This design comes from an exercise in tuning for small area and a short achievable clock period on the open sky130 flow, not from production work.
No functional check of the RTL was part of any run shown here.
No driver is modelled on the clock port, so clock power and skew are understated where the tree is cut down; a real chip needs a root buffer or a tree.
No activity file was given, so power comes from the tool's default toggle rates.

==> flow/design.v, too long to show whole: its modules and the start of the top module <==
// module wallace_multiplier_16bit: 1529 lines
// module mul_fa: 4 lines
// module mul_xor: 3 lines
// module mul_ha: 4 lines
// module mul_han: 4 lines
// module mul_xnor: 3 lines
// module mul_or: 3 lines
module wallace_multiplier_16bit(
    input  wire        clk,
    input  wire        rst,
    input  wire [15:0] multiplicand,
    input  wire [15:0] multiplier,
    output reg  [31:0] result
);
  // ...
==> flow/flow/run.sh <==
#!/bin/bash
# Standard ORFS layout (the standard.sh) with these changes:
#  - plain buf_1 cells as the port buffers (buffer_ports picks delay cells by default);
#  - clock tree synthesis without dummy load cells;
set -euo pipefail
export BUFFER_PORTS_ARGS="-buffer_cell sky130_fd_sc_hd__buf_1"
export CTS_ARGS="-sink_clustering_enable -repair_clock_nets -dont_use_dummy_load -sink_clustering_size 12 -sink_clustering_max_diameter 50 -buf_list {sky130_fd_sc_hd__clkbuf_4 sky130_fd_sc_hd__clkbuf_8}"
SKIP_CTS_REPAIR_TIMING=1 SETUP_SLACK_MARGIN=0 bash standard.sh cts > standard_to_cts.log 2>&1
RES=orfs/results/${FLOW_PLATFORM:-sky130hd}/wallace_multiplier_16bit/base R5_MODE=none \
  openroad -no_init -exit flow/skew.tcl > skew.log 2>&1
SETUP_SLACK_MARGIN=1.15 bash standard.sh > standard_finish.log 2>&1
==> flow/flow/skew.tcl <==
proc insts_matching {pats} {
  set r {}
  foreach i [[ord::get_db_block] getInsts] {
    if {[$i findITerm CLK] eq "NULL"} continue
    foreach p $pats { if {[string match $p [$i getName]]} { lappend r $i; break } }
  }
  return $r
}
proc clk_net_of {inst} { return [[[$inst findITerm CLK] getNet] getName] }
proc busiest_net {insts} {
  set cnt [dict create]
  foreach i $insts { dict incr cnt [clk_net_of $i] }
  set best ""; set bn 0
  dict for {k v} $cnt { if {$v > $bn} { set best $k; set bn $v } }
  return $best
}
proc regroup {name insts src_net cell} {
  set block [ord::get_db_block]
  set master [[ord::get_db] findMaster $cell]
  set inst [odb::dbInst_create $block $master $name]
  set net [odb::dbNet_create $block ${name}_net]
  $net setSigType CLOCK
  [$inst findITerm A] connect [$block findNet $src_net]
  [$inst findITerm X] connect $net
  set old {}
  set sx 0; set sy 0
  foreach i $insts {
    set it [$i findITerm CLK]
    lappend old [[$it getNet] getName]
    $it disconnect
    $it connect $net
    set b [$i getBBox]
    set sx [expr {$sx + ([$b xMin] + [$b xMax]) / 2}]
    set sy [expr {$sy + ([$b yMin] + [$b yMax]) / 2}]
  }
  set n [llength $insts]
  $inst setLocation [expr {$sx / $n}] [expr {$sy / $n}]
  $inst setPlacementStatus PLACED
  # drop clock buffers left without loads
  foreach on [lsort -unique $old] {
    set cn [$block findNet $on]
    if {$cn eq "NULL"} continue
    set loads 0
    foreach it [$cn getITerms] { if {[$it isInputSignal]} { incr loads } }
    if {$loads == 0} {
      foreach it [$cn getITerms] { odb::dbInst_destroy [$it getInst] }
      odb::dbNet_destroy $cn
      puts "removed clock net $on, left without loads"
    }
  }
  puts "$name: $cell drives $n clock pins from $src_net"
}
proc apply_skew {r5_mode} {
  set r1 [insts_matching {q1_*}]
  regroup ckskew_r1 $r1 clk sky130_fd_sc_hd__clkbuf_16
  if {$r5_mode eq "leaf"} {
    set r5 [insts_matching {result* vld_n*}]
    regroup ckskew_r5 $r5 [busiest_net $r5] sky130_fd_sc_hd__clkbuf_16
  }
}

set res $::env(RES)
read_db $res/4_cts.odb
apply_skew $::env(R5_MODE)
detailed_placement
check_placement
write_db $res/4_cts.odb
==> flow/standard.sh <==
#!/bin/bash
# synth_recipe.tcl (not shown) runs the flow's synth.tcl, then flattens the netlist and writes it again
# the make line also repeats each setting of config.mk as NAME=value (left out here)
make -C /OpenROAD-flow-scripts/flow DESIGN_CONFIG=/design/flow/config.mk WORK_HOME=/design/flow/orfs CLKGATE_MAP_FILE= SYNTH_SCRIPT=/design/flow/synth_recipe.tcl "${@:-finish}"
==> flow/config.mk <==
export PLATFORM = sky130hd
export DESIGN_NAME = wallace_multiplier_16bit
export DESIGN_NICKNAME = wallace_multiplier_16bit
export VERILOG_FILES = /design/flow/design.v
export SDC_FILE = /design/flow/constraint.sdc
export NUM_CORES = 4
export LEC_CHECK = 0
export CAP_MARGIN = 20
export CORE_MARGIN = 2
export CORE_UTILIZATION = 60
export CTS_BUF_LIST = sky130_fd_sc_hd__clkbuf_4 sky130_fd_sc_hd__clkbuf_8
export CTS_CLUSTER_DIAMETER = 50
export CTS_CLUSTER_SIZE = 12
export SLEW_MARGIN = 20
export SYNTH_HIERARCHICAL = 1
export SYNTH_MINIMUM_KEEP_SIZE = 0
==> flow/constraint.sdc <==
create_clock -name core_clock -period 3.0 [get_ports {clk}]
set_input_delay 0.6000 -clock core_clock [delete_from_list [all_inputs] [get_ports {clk}]]
set_output_delay 0.6000 -clock core_clock [all_outputs]
set_load 0.01 [all_outputs]
==> metrics.yaml, run 1 <==
timing.critical_path.required_ps: 3370
timing.final.ws_setup_ps: 1140
layout_commonest_cell: "nand2_1"
worstMarginPinSlew_ps: 560
static-leakage-power_nw: 5.83
outcome: "no timing/DRC/antenna violations"
port-buffer-count: 65
initial_antenna_violation_count: 0
flip_flop_count_of_the_largest_register_all_copies_and_words_added: 32
final_period_minus_worst_setup_slack_ps: 1860
crit_path_start_kind: "register"
routed_via_density: 5.14
worstSetupPathDepth: 7
comb_power_w: 0.00434
regs_by_ff_count: "result: 32 flops, vld_n: 4 flops"
initial_utilization: 0.616
die_width_microns: 154
maxSlewViolCount: 0
non_filler_cell_area_final_sq_um: 14900
syn2layout_area_growth_pct: 9.77
grt_pass1_wl_microns: 41400
well_tap_count: 280
area_share_clock_buf_inv: 0.0296
num-nonclk-buffers: 113
route.antenna.remaining_nets: 0
min_period_over_period: 0.620
multi_input_area_share: 0.453
grt_util_met3: 0.0563
via_count: 7409
met2_wirelength_microns: 10600
slowest_stage: "or3b_4"
ioPinCount: 66
==> inputs of run 2 (changes only) <==
--- a/flow/flow/run.sh
+++ b/flow/flow/run.sh
@@ -6,6 +6,6 @@
 export BUFFER_PORTS_ARGS="-buffer_cell sky130_fd_sc_hd__buf_1"
 export CTS_ARGS="-sink_clustering_enable -repair_clock_nets -dont_use_dummy_load -sink_clustering_size 12 -sink_clustering_max_diameter 50 -buf_list {sky130_fd_sc_hd__clkbuf_4 sky130_fd_sc_hd__clkbuf_8}"
 SKIP_CTS_REPAIR_TIMING=1 SETUP_SLACK_MARGIN=0 bash standard.sh cts > standard_to_cts.log 2>&1
-RES=orfs/results/${FLOW_PLATFORM:-sky130hd}/wallace_multiplier_16bit/base R5_MODE=none \
+RES=orfs/results/${FLOW_PLATFORM:-sky130hd}/wallace_multiplier_16bit/base R5_MODE=leaf \
   openroad -no_init -exit flow/skew.tcl > skew.log 2>&1
-SETUP_SLACK_MARGIN=1.15 bash standard.sh > standard_finish.log 2>&1
+SETUP_SLACK_MARGIN=1.2 bash standard.sh > standard_finish.log 2>&1
==> metrics.yaml, run 2 <==
outcome: "no timing/DRC/antenna violations"  # unchanged
grt_pass1_wl_microns: 41600  # was 41,400 microns
detail_route.wl_per_cell_microns: 17.8  # about the same
drt_drc_violations_left: 0  # unchanged
final_period_minus_worst_setup_slack_ps: 1850  # was 1860 ps
detailed_place_hpwl_microns: 19500  # unchanged
routed_via_density: 5.12  # was 5.14
mapped_nets: 1336  # unchanged
timing.critical_path.slowest_cell_delay_ps: 390  # was 380 ps
drt_first_pass_iters: 5  # unchanged
flip_flop_count_of_the_largest_register_all_copies_and_words_added: 32  # unchanged
min_period_over_period: 0.616  # was 0.620
die_width_microns: 154  # unchanged
finalWeightedCongestion: 0.909  # unchanged
port-buffer-count: 65  # unchanged
max-slew-margin-rel: 0.625  # was 0.627
drv.max_cap_violation_count: 0  # unchanged
fin_skew_ps: 369  # was 366 ps
postSynthAreaPerCell_sq_um: 12.5  # unchanged
gr-usage-all-layers: 0.232  # was 0.231
drtIter0Drc: 497  # was 510
clock-sinks: 321  # unchanged
post-place-cells: 1391  # unchanged
grt_setup_unrepaired: "yes"  # unchanged
clock.fmax_ghz: 0.541  # was 0.538 GHz
timing.critical_path.required_ps: 2400  # was 3370 ps
via_count: 7344  # was 7,409
synth.yosys.warnings: 7  # unchanged
floorplan.die_area_sq_um: 23800  # unchanged
initial_antenna_violation_count: 0  # unchanged
ir_worst_vdd_v: 0.000569  # was 0.000573 V
final-hold-violation-count: 0  # unchanged
worst_skew_pair.late_latency_ps: 530  # about the same
clkSlewWorstSetupHoldPaths_ps: 120  # was 70 ps
critical_path.max_fanout: 1  # was 3
route.antenna.remaining_nets: 0  # unchanged
initial_utilization: 0.616  # unchanged
insertedDiodeCount: 0  # unchanged
endpoint_kind: "output port"  # was register
top_register: "result"  # unchanged
post_route_cells_drive_above_1_share: 0.132  # was 0.120
syn-cell-area_sq_um: 13500  # unchanged
number_of_instances_in_the_synthesized_netlist: 1080  # unchanged
regs_by_ff_count: "result: 32 flops, vld_n: 4 flops"  # unchanged
critical_path_buf_inv_count: 1  # was 0
path_cells: "clkbuf_2"  # was and4_4 -> and2_4 -> or3b_4 -> a31o_4 -> a21boi_2 -> xor2_1 -> nor2_1
die_height_microns: 154  # unchanged
worst_hold_path_type: "register to register"  # was input port to async pin
static-leakage-power_nw: 5.87  # was 5.83 nW
crit_path_start_kind: "register"  # unchanged
totalNegativeSetupSlack_ps: 0  # unchanged
total_setup_violations_reported_at_the_end_of_the_flow: 0  # unchanged
maximum_number_of_pins_on_one_net_before_global_route_repair: 37  # unchanged
floorplan.rows: 54  # unchanged
powerDensity_nw_per_um2: 868  # was 877 nW/um^2
grt-ovfl-total: 0  # unchanged
design.core.area_sq_um: 22000  # unchanged
maxSlewViolCount: 0  # unchanged
cpLargestDelayFamily: "flip-flops"  # was simple AND/OR/NAND/NOR gates
syn2layout_area_growth_pct: 9.39  # was 9.77%
slowest_stage: "dfrtp_1"  # was or3b_4
first_global_vias: 7767  # was 7,726
critical_path_arrival_ps: 1250  # was 2230 ps
layout_common_cells: "nand2_1, dfxtp_1, fa_1, xnor2_1, or2_1"  # was nand2_1, dfxtp_1, fa_1, buf_1, xnor2_1
postRouteWirelength_microns: 25500  # was 25,700 microns
worstSetupPathType: "register to output port"  # was register to register
layout_commonest_cell: "nand2_1"  # unchanged
nets: 1411  # was 1,420
ioPinCount: 66  # unchanged
stdcell_count: 1433  # was 1,442
worstMarginPinSlew_ps: 563  # was 560 ps
## run 2: layout make-up
class / instances / area [sq um]
fill: 1679 / 7150
multi-input combinational: 694 / 6700
sequential: 321 / 6700
timing repair buffer: 102 / 564
clock buffer: 32 / 440
tap: 280 / 350
buffer: 2 / 50.0
inverter: 2 / 7.51
## run 2: routing by layer
layer	global-route usage	vias up	part of all wire
met5	0	-	0
met1	0.354	3634	0.49
met3	0.0563	39	0.081
met2	0.336	242	0.41
li1	-	3429	-
met4	0.0623	0	0.018
## run 2: final timing paths
kind | start | endpoint | slack, ps | cells past startpoint
setup / recovery | result[5] | result[5] | 1150 | 1
hold / removal | q4_q3_q2_r257_0 | result[0] | 140 | 1
setup reg to reg | q1_multiplier_11 | q2_s460 | 1180 | 4
hold reg to reg | q4_q3_q2_r257_0 | result[0] | 140 | 1
max in group asynchronous | rst | vld_n[0] | 2170 | 4
min in group asynchronous | rst | result[4] | 500 | 4
## run 2: power breakdown
group	internal, W	leakage, nW	switching (W)
Combinational	0.00205	2.76	0.00204
Sequential	0.00566	2.85	0.000738
Clock	0.00107	0.255	0.00129
Total	0.00878	5.87	0.00407
## run 2: per-stage QoR
stage | utilization | hold WS [ps] | area (sq um) | setup slack, ps | power (W)
floorplan | - | 310 | 13500 | 682 | 0.00923
global placement | 0.643 | 311 | 14100 | 677 | 0.0104
detailed placement | 0.643 | 313 | 14100 | 594 | 0.0105
CTS | 0.664 | 108 | 14600 | 560 | 0.0129
global route | 0.674 | 150 | 14800 | 1090 | 0.0140
finish | 0.674 | 141 | 14800 | 1150 | 0.0129

==> static timing again, ports no longer ideal <==
Ports are ideal in the flow. The routed layouts listed here were re-timed in OpenROAD.
Step 1 assumes that a clkbuf_16 drives the clock port and a buf_2 every other input.
Step 2, shift: input delay + t, output delay - t, t = (earliest + latest rising clock arrival at the registers) / 2. This alone moves slack from input paths to output paths.
a / b / c = ideal / step 1 / step 2; a / b = the first two.
| run | shift t [ns] | slack for setup (ns) | worst hold slack (ns) | worst setup path after step 2 | clock arrival spread, ns | cell pins on the clock port's net |
|---|---|---|---|---|---|---|
| run 1 | 0.400 | 1.140 / 1.140 / 1.140 | 0.125 / 0.095 / 0.259 | register to register | 0.366 / 0.367 | 2 |
| run 2 | 0.495 | 1.153 / 1.100 / 1.180 | 0.141 / 0.141 / 0.141 | register to register | 0.558 / 0.557 | 2 |
In run 1 and run 2 the clock reaches the registers at very different times; t lies between them, and the last value is a rough guide only.
